This design comes from an exercise in tuning for small area, a short achievable clock period and few clock cycles per item on the open sky130 flow, not from production work. The RTL was checked by simulation tests, not by an equivalence proof against the original design.

==> maple: inputs <==
## arctan_top
module arctan_top(
	input             clk,
	input             rst,
	input             in_valid,
	output            in_ready,
	input      [31:0] inx,
	input      [31:0] iny,
	output reg        out_valid,
	output reg [31:0] out
);
==> flow/config.mk <==
export PLATFORM = sky130hd
export DESIGN_NAME = arctan_top
export DESIGN_NICKNAME = arctan_top
export VERILOG_FILES = /design/flow/design.v
export SDC_FILE = /design/flow/constraint.sdc
export NUM_CORES = 4
export LEC_CHECK = 0
export CAP_MARGIN = 20
export CORE_MARGIN = 2
export CORE_UTILIZATION = 40
export CTS_BUF_LIST = sky130_fd_sc_hd__clkbuf_8
export CTS_CLUSTER_DIAMETER = 84
export CTS_CLUSTER_SIZE = 14
export SLEW_MARGIN = 20
export SYNTH_HIERARCHICAL = 1
export SYNTH_MINIMUM_KEEP_SIZE = 0
==> flow/constraint.sdc <==
create_clock -name core_clock -period 200.0 [get_ports {clk}]
set_input_delay 40.0000 -clock core_clock [delete_from_list [all_inputs] [get_ports {clk}]]
set_output_delay 40.0000 -clock core_clock [all_outputs]
set_load 0.01 [all_outputs]
run.sh (not shown) runs the stock make flow with config.mk's settings and CLKGATE_MAP_FILE= SYNTH_SCRIPT=/design/flow/synth_recipe.tcl, a recipe that flattens the netlist after the stock synthesis.
==> tundra (differences from maple) <==
==> flow/flow/run.sh (new file) <==
#!/bin/bash
# The standard layout (standard.sh), with plain buf_2 cells as the port
# buffers instead of the delay buffer the resizer picks by default.
# make's full output goes to flow_make.log; ORFS keeps each step's log under orfs/logs/.
set -euo pipefail
BUFFER_PORTS_ARGS="-buffer_cell sky130_fd_sc_hd__buf_2" bash standard.sh finish > flow_make.log 2>&1
==> flow/standard.sh (new file) <==
#!/bin/bash
# synth_recipe.tcl (not shown) runs the flow's synth.tcl, then flattens the netlist and writes it again
# the make line also repeats each setting of config.mk as NAME=value (left out here)
make -C /OpenROAD-flow-scripts/flow DESIGN_CONFIG=/design/flow/config.mk WORK_HOME=/design/flow/orfs CLKGATE_MAP_FILE= SYNTH_SCRIPT=/design/flow/synth_recipe.tcl "${@:-finish}"
removed: flow/run.sh
==> flow_metrics.py <==
metrics = {
    "route": {
        "routed_wl_um": 85900,
        "detail_route.wl_per_cell_um": 17.2,
        "met3_length_um": 2830,
    },
    "timing": {
        "timing.fmax_mhz": 24.1,
    },
    "run_status": {
        "status": "no timing/DRC/antenna violations",
    },
    "placed_design": {
        "dp_cells": 4935,
    },
}
Source of the figures above: maple

==> flow_metrics.py <==
metrics = {
    "route": {
        "routed_wl_um": 86000,
        "met3_length_um": 2690,
        "detail_route.wl_per_cell_um": 17.2,
    },
    "run_status": {
        "status": "no timing/DRC/antenna violations",
    },
    "timing": {
        "timing.fmax_mhz": 24.3,
    },
    "placed_design": {
        "dp_cells": 4938,
    },
    "cts": {
        "ctsResizeCount": 0,
    },
}
Source of the figures above: tundra

Testbench counts of maple, summed over its fixed seeds: cycles 3,264, items 3,200.
Testbench counts of tundra, summed over its fixed seeds: cycles 3,264, items 3,200.

==> v24 <==
Another version of the RTL of arctan_top (not shown whole).
==> flow/config.mk <==
export PLATFORM = sky130hd
export DESIGN_NAME = arctan_top
export DESIGN_NICKNAME = arctan_top
export VERILOG_FILES = /design/flow/design.v
export SDC_FILE = /design/flow/constraint.sdc
export NUM_CORES = 4
export LEC_CHECK = 0
export CAP_MARGIN = 20
export CORE_MARGIN = 2
export CORE_UTILIZATION = 40
export CTS_BUF_LIST = sky130_fd_sc_hd__clkbuf_8
export CTS_CLUSTER_DIAMETER = 84
export CTS_CLUSTER_SIZE = 14
export PLACE_DENSITY = 0.75
export SLEW_MARGIN = 20
export SYNTH_HIERARCHICAL = 1
export SYNTH_MINIMUM_KEEP_SIZE = 0
==> flow/constraint.sdc <==
create_clock -name core_clock -period 200.0 [get_ports {clk}]
set_input_delay 40.0000 -clock core_clock [delete_from_list [all_inputs] [get_ports {clk}]]
set_output_delay 40.0000 -clock core_clock [all_outputs]
set_load 0.01 [all_outputs]
standard.sh (not shown) runs the stock make flow with config.mk's settings and CLKGATE_MAP_FILE= SYNTH_SCRIPT=/design/flow/synth_recipe.tcl, a recipe that flattens the netlist after the stock synthesis.
==> flow/flow/run.sh <==
#!/bin/bash
# The standard layout (standard.sh), with plain buf_1 cells as the port
# buffers instead of the delay buffer the resizer picks by default.
# make's full output goes to flow_make.log; ORFS keeps each step's log under orfs/logs/.
set -euo pipefail
BUFFER_PORTS_ARGS="-buffer_cell sky130_fd_sc_hd__buf_1" bash standard.sh finish > flow_make.log 2>&1
==> v30: changes against v24 <==
--- a/flow/design.v
+++ b/flow/design.v
@@ -5,11 +5,11 @@
 	output     [31:0] out
 );
 wire [32:0] v_0;
 wire [33:0] v_0_c;
 assign v_0_c[0] = 1'b0;
-arctan_ha ha1(.a(~(iny[0] ^ iny[31])), .b(inx[0]), .s(v_0[0]), .co(v_0_c[1]));
+arctan_fa fa1(.a(~(iny[0] ^ iny[31])), .b(inx[0]), .c(v_0_c[0]), .s(v_0[0]), .co(v_0_c[1]));
 arctan_fa fa2(.a(~(iny[1] ^ iny[31])), .b(inx[1]), .c(v_0_c[1]), .s(v_0[1]), .co(v_0_c[2]));
 arctan_fa fa3(.a(~(iny[2] ^ iny[31])), .b(inx[2]), .c(v_0_c[2]), .s(v_0[2]), .co(v_0_c[3]));
 arctan_fa fa4(.a(~(iny[3] ^ iny[31])), .b(inx[3]), .c(v_0_c[3]), .s(v_0[3]), .co(v_0_c[4]));
 arctan_fa fa5(.a(~(iny[4] ^ iny[31])), .b(inx[4]), .c(v_0_c[4]), .s(v_0[4]), .co(v_0_c[5]));
 arctan_fa fa6(.a(~(iny[5] ^ iny[31])), .b(inx[5]), .c(v_0_c[5]), .s(v_0[5]), .co(v_0_c[6]));
@@ -115,11 +115,11 @@
 arctan_ha ha64(.a(inx[31]), .b(x_1_c[32]), .s(x_1[32]), .co(x_1_c[33]));
 arctan_ha ha65(.a(inx[31]), .b(x_1_c[33]), .s(x_1[33]), .co(x_1_c[34]));
 wire [33:0] v_1;
 wire [34:0] v_1_c;
 assign v_1_c[0] = 1'b0;
-arctan_ha ha66(.a(tn_0[0]), .b(x_1[1]), .s(v_1[0]), .co(v_1_c[1]));
+arctan_fa fa66(.a(tn_0[0]), .b(x_1[1]), .c(v_1_c[0]), .s(v_1[0]), .co(v_1_c[1]));
 arctan_fa fa67(.a(tn_0[1]), .b(x_1[2]), .c(v_1_c[1]), .s(v_1[1]), .co(v_1_c[2]));
 arctan_fa fa68(.a(tn_0[2]), .b(x_1[3]), .c(v_1_c[2]), .s(v_1[2]), .co(v_1_c[3]));
 arctan_fa fa69(.a(tn_0[3]), .b(x_1[4]), .c(v_1_c[3]), .s(v_1[3]), .co(v_1_c[4]));
 arctan_fa fa70(.a(tn_0[4]), .b(x_1[5]), .c(v_1_c[4]), .s(v_1[4]), .co(v_1_c[5]));
 arctan_fa fa71(.a(tn_0[5]), .b(x_1[6]), .c(v_1_c[5]), .s(v_1[5]), .co(v_1_c[6]));
@@ -229,11 +229,11 @@
 arctan_ha ha130(.a(x_1[32]), .b(x_2_c[32]), .s(x_2[32]), .co(x_2_c[33]));
 arctan_ha ha131(.a(x_1[33]), .b(x_2_c[33]), .s(x_2[33]), .co(x_2_c[34]));
 wire [32:0] v_2;
 wire [33:0] v_2_c;
 assign v_2_c[0] = 1'b0;
-arctan_ha ha132(.a(tn_1[0]), .b(x_2[2]), .s(v_2[0]), .co(v_2_c[1]));
+arctan_fa fa132(.a(tn_1[0]), .b(x_2[2]), .c(v_2_c[0]), .s(v_2[0]), .co(v_2_c[1]));
 arctan_fa fa133(.a(tn_1[1]), .b(x_2[3]), .c(v_2_c[1]), .s(v_2[1]), .co(v_2_c[2]));
 arctan_fa fa134(.a(tn_1[2]), .b(x_2[4]), .c(v_2_c[2]), .s(v_2[2]), .co(v_2_c[3]));
 arctan_fa fa135(.a(tn_1[3]), .b(x_2[5]), .c(v_2_c[3]), .s(v_2[3]), .co(v_2_c[4]));
 arctan_fa fa136(.a(tn_1[4]), .b(x_2[6]), .c(v_2_c[4]), .s(v_2[4]), .co(v_2_c[5]));
 arctan_fa fa137(.a(tn_1[5]), .b(x_2[7]), .c(v_2_c[5]), .s(v_2[5]), .co(v_2_c[6]));
@@ -348,11 +348,11 @@
 reg [33:0] rx_0;
 always @(posedge clk) rx_0 <= {x_3[33], x_3[32], x_3[31], x_3[30], x_3[29], x_3[28], x_3[27], x_3[26], x_3[25], x_3[24], x_3[23], x_3[22], x_3[21], x_3[20], x_3[19], x_3[18], x_3[17], x_3[16], x_3[15], x_3[14], x_3[13], x_3[12], x_3[11], x_3[10], x_3[9], x_3[8], x_3[7], x_3[6], x_3[5], x_3[4], x_3[3], x_3[2], x_3[1], x_3[0]};
 wire [31:0] v_3;
 wire [32:0] v_3_c;
 assign v_3_c[0] = 1'b0;
-arctan_ha ha198(.a(tn_2[0]), .b(rx_0[3]), .s(v_3[0]), .co(v_3_c[1]));
+arctan_fa fa198(.a(tn_2[0]), .b(rx_0[3]), .c(v_3_c[0]), .s(v_3[0]), .co(v_3_c[1]));
 arctan_fa fa199(.a(tn_2[1]), .b(rx_0[4]), .c(v_3_c[1]), .s(v_3[1]), .co(v_3_c[2]));
 arctan_fa fa200(.a(tn_2[2]), .b(rx_0[5]), .c(v_3_c[2]), .s(v_3[2]), .co(v_3_c[3]));
 arctan_fa fa201(.a(tn_2[3]), .b(rx_0[6]), .c(v_3_c[3]), .s(v_3[3]), .co(v_3_c[4]));
 arctan_fa fa202(.a(tn_2[4]), .b(rx_0[7]), .c(v_3_c[4]), .s(v_3[4]), .co(v_3_c[5]));
 arctan_fa fa203(.a(tn_2[5]), .b(rx_0[8]), .c(v_3_c[5]), .s(v_3[5]), .co(v_3_c[6]));
@@ -457,11 +457,11 @@
 arctan_ha ha261(.a(rx_0[32]), .b(x_4_c[32]), .s(x_4[32]), .co(x_4_c[33]));
 arctan_ha ha262(.a(rx_0[33]), .b(x_4_c[33]), .s(x_4[33]), .co(x_4_c[34]));
 wire [30:0] v_4;
 wire [31:0] v_4_c;
 assign v_4_c[0] = 1'b0;
-arctan_ha ha263(.a(tn_3[0]), .b(x_4[4]), .s(v_4[0]), .co(v_4_c[1]));
+arctan_fa fa263(.a(tn_3[0]), .b(x_4[4]), .c(v_4_c[0]), .s(v_4[0]), .co(v_4_c[1]));
 arctan_fa fa264(.a(tn_3[1]), .b(x_4[5]), .c(v_4_c[1]), .s(v_4[1]), .co(v_4_c[2]));
 arctan_fa fa265(.a(tn_3[2]), .b(x_4[6]), .c(v_4_c[2]), .s(v_4[2]), .co(v_4_c[3]));
 arctan_fa fa266(.a(tn_3[3]), .b(x_4[7]), .c(v_4_c[3]), .s(v_4[3]), .co(v_4_c[4]));
 arctan_fa fa267(.a(tn_3[4]), .b(x_4[8]), .c(v_4_c[4]), .s(v_4[4]), .co(v_4_c[5]));
 arctan_fa fa268(.a(tn_3[5]), .b(x_4[9]), .c(v_4_c[5]), .s(v_4[5]), .co(v_4_c[6]));
@@ -564,11 +564,11 @@
 arctan_ha ha325(.a(x_4[32]), .b(x_5_c[32]), .s(x_5[32]), .co(x_5_c[33]));
 arctan_ha ha326(.a(x_4[33]), .b(x_5_c[33]), .s(x_5[33]), .co(x_5_c[34]));
 wire [29:0] v_5;
 wire [30:0] v_5_c;
 assign v_5_c[0] = 1'b0;
-arctan_ha ha327(.a(tn_4[0]), .b(x_5[5]), .s(v_5[0]), .co(v_5_c[1]));
+arctan_fa fa327(.a(tn_4[0]), .b(x_5[5]), .c(v_5_c[0]), .s(v_5[0]), .co(v_5_c[1]));
 arctan_fa fa328(.a(tn_4[1]), .b(x_5[6]), .c(v_5_c[1]), .s(v_5[1]), .co(v_5_c[2]));
 arctan_fa fa329(.a(tn_4[2]), .b(x_5[7]), .c(v_5_c[2]), .s(v_5[2]), .co(v_5_c[3]));
 arctan_fa fa330(.a(tn_4[3]), .b(x_5[8]), .c(v_5_c[3]), .s(v_5[3]), .co(v_5_c[4]));
 arctan_fa fa331(.a(tn_4[4]), .b(x_5[9]), .c(v_5_c[4]), .s(v_5[4]), .co(v_5_c[5]));
 arctan_fa fa332(.a(tn_4[5]), .b(x_5[10]), .c(v_5_c[5]), .s(v_5[5]), .co(v_5_c[6]));
@@ -677,11 +677,11 @@
 reg [33:0] rx_1;
 always @(posedge clk) rx_1 <= {x_6[33], x_6[32], x_6[31], x_6[30], x_6[29], x_6[28], x_6[27], x_6[26], x_6[25], x_6[24], x_6[23], x_6[22], x_6[21], x_6[20], x_6[19], x_6[18], x_6[17], x_6[16], x_6[15], x_6[14], x_6[13], x_6[12], x_6[11], x_6[10], x_6[9], x_6[8], x_6[7], x_6[6], x_6[5], x_6[4], x_6[3], x_6[2], x_6[1], x_6[0]};
 wire [28:0] v_6;
 wire [29:0] v_6_c;
 assign v_6_c[0] = 1'b0;
-arctan_ha ha390(.a(ru_1[0]), .b(rx_1[6]), .s(v_6[0]), .co(v_6_c[1]));
+arctan_fa fa390(.a(ru_1[0]), .b(rx_1[6]), .c(v_6_c[0]), .s(v_6[0]), .co(v_6_c[1]));
 arctan_fa fa391(.a(ru_1[1]), .b(rx_1[7]), .c(v_6_c[1]), .s(v_6[1]), .co(v_6_c[2]));
 arctan_fa fa392(.a(ru_1[2]), .b(rx_1[8]), .c(v_6_c[2]), .s(v_6[2]), .co(v_6_c[3]));
 arctan_fa fa393(.a(ru_1[3]), .b(rx_1[9]), .c(v_6_c[3]), .s(v_6[3]), .co(v_6_c[4]));
 arctan_fa fa394(.a(ru_1[4]), .b(rx_1[10]), .c(v_6_c[4]), .s(v_6[4]), .co(v_6_c[5]));
 arctan_fa fa395(.a(ru_1[5]), .b(rx_1[11]), .c(v_6_c[5]), .s(v_6[5]), .co(v_6_c[6]));
@@ -780,11 +780,11 @@
 arctan_ha ha450(.a(rx_1[32]), .b(x_7_c[32]), .s(x_7[32]), .co(x_7_c[33]));
 arctan_ha ha451(.a(rx_1[33]), .b(x_7_c[33]), .s(x_7[33]), .co(x_7_c[34]));
 wire [27:0] v_7;
 wire [28:0] v_7_c;
 assign v_7_c[0] = 1'b0;
-arctan_ha ha452(.a(tn_6[0]), .b(x_7[7]), .s(v_7[0]), .co(v_7_c[1]));
+arctan_fa fa452(.a(tn_6[0]), .b(x_7[7]), .c(v_7_c[0]), .s(v_7[0]), .co(v_7_c[1]));
 arctan_fa fa453(.a(tn_6[1]), .b(x_7[8]), .c(v_7_c[1]), .s(v_7[1]), .co(v_7_c[2]));
 arctan_fa fa454(.a(tn_6[2]), .b(x_7[9]), .c(v_7_c[2]), .s(v_7[2]), .co(v_7_c[3]));
 arctan_fa fa455(.a(tn_6[3]), .b(x_7[10]), .c(v_7_c[3]), .s(v_7[3]), .co(v_7_c[4]));
 arctan_fa fa456(.a(tn_6[4]), .b(x_7[11]), .c(v_7_c[4]), .s(v_7[4]), .co(v_7_c[5]));
 arctan_fa fa457(.a(tn_6[5]), .b(x_7[12]), .c(v_7_c[5]), .s(v_7[5]), .co(v_7_c[6]));
@@ -881,11 +881,11 @@
 arctan_ha ha511(.a(x_7[32]), .b(x_8_c[32]), .s(x_8[32]), .co(x_8_c[33]));
 arctan_ha ha512(.a(x_7[33]), .b(x_8_c[33]), .s(x_8[33]), .co(x_8_c[34]));
 wire [26:0] v_8;
 wire [27:0] v_8_c;
 assign v_8_c[0] = 1'b0;
-arctan_ha ha513(.a(tn_7[0]), .b(x_8[8]), .s(v_8[0]), .co(v_8_c[1]));
+arctan_fa fa513(.a(tn_7[0]), .b(x_8[8]), .c(v_8_c[0]), .s(v_8[0]), .co(v_8_c[1]));
 arctan_fa fa514(.a(tn_7[1]), .b(x_8[9]), .c(v_8_c[1]), .s(v_8[1]), .co(v_8_c[2]));
 arctan_fa fa515(.a(tn_7[2]), .b(x_8[10]), .c(v_8_c[2]), .s(v_8[2]), .co(v_8_c[3]));
 arctan_fa fa516(.a(tn_7[3]), .b(x_8[11]), .c(v_8_c[3]), .s(v_8[3]), .co(v_8_c[4]));
 arctan_fa fa517(.a(tn_7[4]), .b(x_8[12]), .c(v_8_c[4]), .s(v_8[4]), .co(v_8_c[5]));
 arctan_fa fa518(.a(tn_7[5]), .b(x_8[13]), .c(v_8_c[5]), .s(v_8[5]), .co(v_8_c[6]));
@@ -988,11 +988,11 @@
 reg [33:0] rx_2;
 always @(posedge clk) rx_2 <= {x_9[33], x_9[32], x_9[31], x_9[30], x_9[29], x_9[28], x_9[27], x_9[26], x_9[25], x_9[24], x_9[23], x_9[22], x_9[21], x_9[20], x_9[19], x_9[18], x_9[17], x_9[16], x_9[15], x_9[14], x_9[13], x_9[12], x_9[11], x_9[10], x_9[9], x_9[8], x_9[7], x_9[6], x_9[5], x_9[4], x_9[3], x_9[2], x_9[1], x_9[0]};
 wire [25:0] v_9;
 wire [26:0] v_9_c;
 assign v_9_c[0] = 1'b0;
-arctan_ha ha573(.a(ru_2[0]), .b(rx_2[9]), .s(v_9[0]), .co(v_9_c[1]));
+arctan_fa fa573(.a(ru_2[0]), .b(rx_2[9]), .c(v_9_c[0]), .s(v_9[0]), .co(v_9_c[1]));
 arctan_fa fa574(.a(ru_2[1]), .b(rx_2[10]), .c(v_9_c[1]), .s(v_9[1]), .co(v_9_c[2]));
 arctan_fa fa575(.a(ru_2[2]), .b(rx_2[11]), .c(v_9_c[2]), .s(v_9[2]), .co(v_9_c[3]));
 arctan_fa fa576(.a(ru_2[3]), .b(rx_2[12]), .c(v_9_c[3]), .s(v_9[3]), .co(v_9_c[4]));
 arctan_fa fa577(.a(ru_2[4]), .b(rx_2[13]), .c(v_9_c[4]), .s(v_9[4]), .co(v_9_c[5]));
 arctan_fa fa578(.a(ru_2[5]), .b(rx_2[14]), .c(v_9_c[5]), .s(v_9[5]), .co(v_9_c[6]));
@@ -1085,11 +1085,11 @@
 arctan_ha ha630(.a(rx_2[32]), .b(x_10_c[32]), .s(x_10[32]), .co(x_10_c[33]));
 arctan_ha ha631(.a(rx_2[33]), .b(x_10_c[33]), .s(x_10[33]), .co(x_10_c[34]));
 wire [24:0] v_10;
 wire [25:0] v_10_c;
 assign v_10_c[0] = 1'b0;
-arctan_ha ha632(.a(tn_9[0]), .b(x_10[10]), .s(v_10[0]), .co(v_10_c[1]));
+arctan_fa fa632(.a(tn_9[0]), .b(x_10[10]), .c(v_10_c[0]), .s(v_10[0]), .co(v_10_c[1]));
 arctan_fa fa633(.a(tn_9[1]), .b(x_10[11]), .c(v_10_c[1]), .s(v_10[1]), .co(v_10_c[2]));
 arctan_fa fa634(.a(tn_9[2]), .b(x_10[12]), .c(v_10_c[2]), .s(v_10[2]), .co(v_10_c[3]));
 arctan_fa fa635(.a(tn_9[3]), .b(x_10[13]), .c(v_10_c[3]), .s(v_10[3]), .co(v_10_c[4]));
 arctan_fa fa636(.a(tn_9[4]), .b(x_10[14]), .c(v_10_c[4]), .s(v_10[4]), .co(v_10_c[5]));
 arctan_fa fa637(.a(tn_9[5]), .b(x_10[15]), .c(v_10_c[5]), .s(v_10[5]), .co(v_10_c[6]));
@@ -1180,11 +1180,11 @@
 arctan_ha ha688(.a(x_10[32]), .b(x_11_c[32]), .s(x_11[32]), .co(x_11_c[33]));
 arctan_ha ha689(.a(x_10[33]), .b(x_11_c[33]), .s(x_11[33]), .co(x_11_c[34]));
 wire [23:0] v_11;
 wire [24:0] v_11_c;
 assign v_11_c[0] = 1'b0;
-arctan_ha ha690(.a(tn_10[0]), .b(x_11[11]), .s(v_11[0]), .co(v_11_c[1]));
+arctan_fa fa690(.a(tn_10[0]), .b(x_11[11]), .c(v_11_c[0]), .s(v_11[0]), .co(v_11_c[1]));
 arctan_fa fa691(.a(tn_10[1]), .b(x_11[12]), .c(v_11_c[1]), .s(v_11[1]), .co(v_11_c[2]));
 arctan_fa fa692(.a(tn_10[2]), .b(x_11[13]), .c(v_11_c[2]), .s(v_11[2]), .co(v_11_c[3]));
 arctan_fa fa693(.a(tn_10[3]), .b(x_11[14]), .c(v_11_c[3]), .s(v_11[3]), .co(v_11_c[4]));
 arctan_fa fa694(.a(tn_10[4]), .b(x_11[15]), .c(v_11_c[4]), .s(v_11[4]), .co(v_11_c[5]));
 arctan_fa fa695(.a(tn_10[5]), .b(x_11[16]), .c(v_11_c[5]), .s(v_11[5]), .co(v_11_c[6]));
Settings changed: PLACE_DENSITY 0.75 to unset.
==> comparison table <==
Multi-input combinational cell count: v24 2,336; v30 2,348
Part of the Yosys area used for sequential elements: v24 22.37%; v30 22.33%
Hold_ws: v24 313.4 ps; v30 319.9 ps
Relative slew slack: v24 27.54%; v30 33.15%
Multi-input combinational area share: v24 69.36%; v30 69.37%
Outcome: v24 no timing/DRC/antenna violations; v30 no timing/DRC/antenna violations
Utilization after layout: v24 43.08%; v30 43.19%
Final Non-Filler Cells: v24 4,901; v30 4,923
Area occupied by multi-input gates: v24 33,110 µm²; v30 33,250 µm²
Routed length per placed instance: v24 16.23 µm; v30 16.98 µm
NonClk Buf Share: v24 1.219%; v30 1.229%
Stage delay of the slowest cell on the critical path: v24 330 ps; v30 350 ps
Cell count after placement: v24 4,848; v30 4,861
Post-detail-place hpwl: v24 70,430 µm; v30 74,730 µm
Minimum clock period after layout: v24 41,160 ps; v30 41,160 ps
Number of antenna violations at the first check in global routing: v24 7; v30 5
M1 GR Usage: v24 18.24%; v30 20.05%
Clk Latency, worst-skew pair: v24 690 ps; v30 680 ps
Testbench counts of v24, summed over its fixed seeds: cycles 3,264, items 3,200.
Testbench counts of v30, summed over its fixed seeds: cycles 3,264, items 3,200.

-- port drivers added, routing unchanged --
Ports are ideal in the flow. The routed layouts listed here were re-timed in OpenROAD. Step 1 (the two cells are an assumption about what drives the block):
set clk [get_ports {clk}]
set_driving_cell -lib_cell sky130_fd_sc_hd__clkbuf_16 $clk
set_driving_cell -lib_cell sky130_fd_sc_hd__buf_2 [delete_from_list [all_inputs] $clk]
Step 2 moves the port delays by t, midway between the first and last clock arrival at a register: inputs arrive t later, outputs are due t later. That takes back most of the time a late clock gives input paths. Three values: no drivers, after step 1, after step 2; two values: the first two.
| run | shift t [ns] | slack for setup (ns) | worst setup path at the end | slew at the worst register clock pin (ns) | pins driven straight from the clock port |
|---|---|---|---|---|---|
| maple | 0.734 | 158.450 / 158.386 / 159.120 | register to output | 0.10 / 0.10 | 1 |
| tundra | 0.730 | 158.883 / 158.813 / 158.996 | register to register | 0.12 / 0.12 | 1 |
| v24 | 0.738 | 158.840 / 158.774 / 158.912 | register to register | 0.10 / 0.10 | 1 |
| v30 | 0.727 | 158.835 / 158.766 / 159.105 | register to register | 0.11 / 0.11 | 1 |
After both steps every run listed still meets setup and hold.
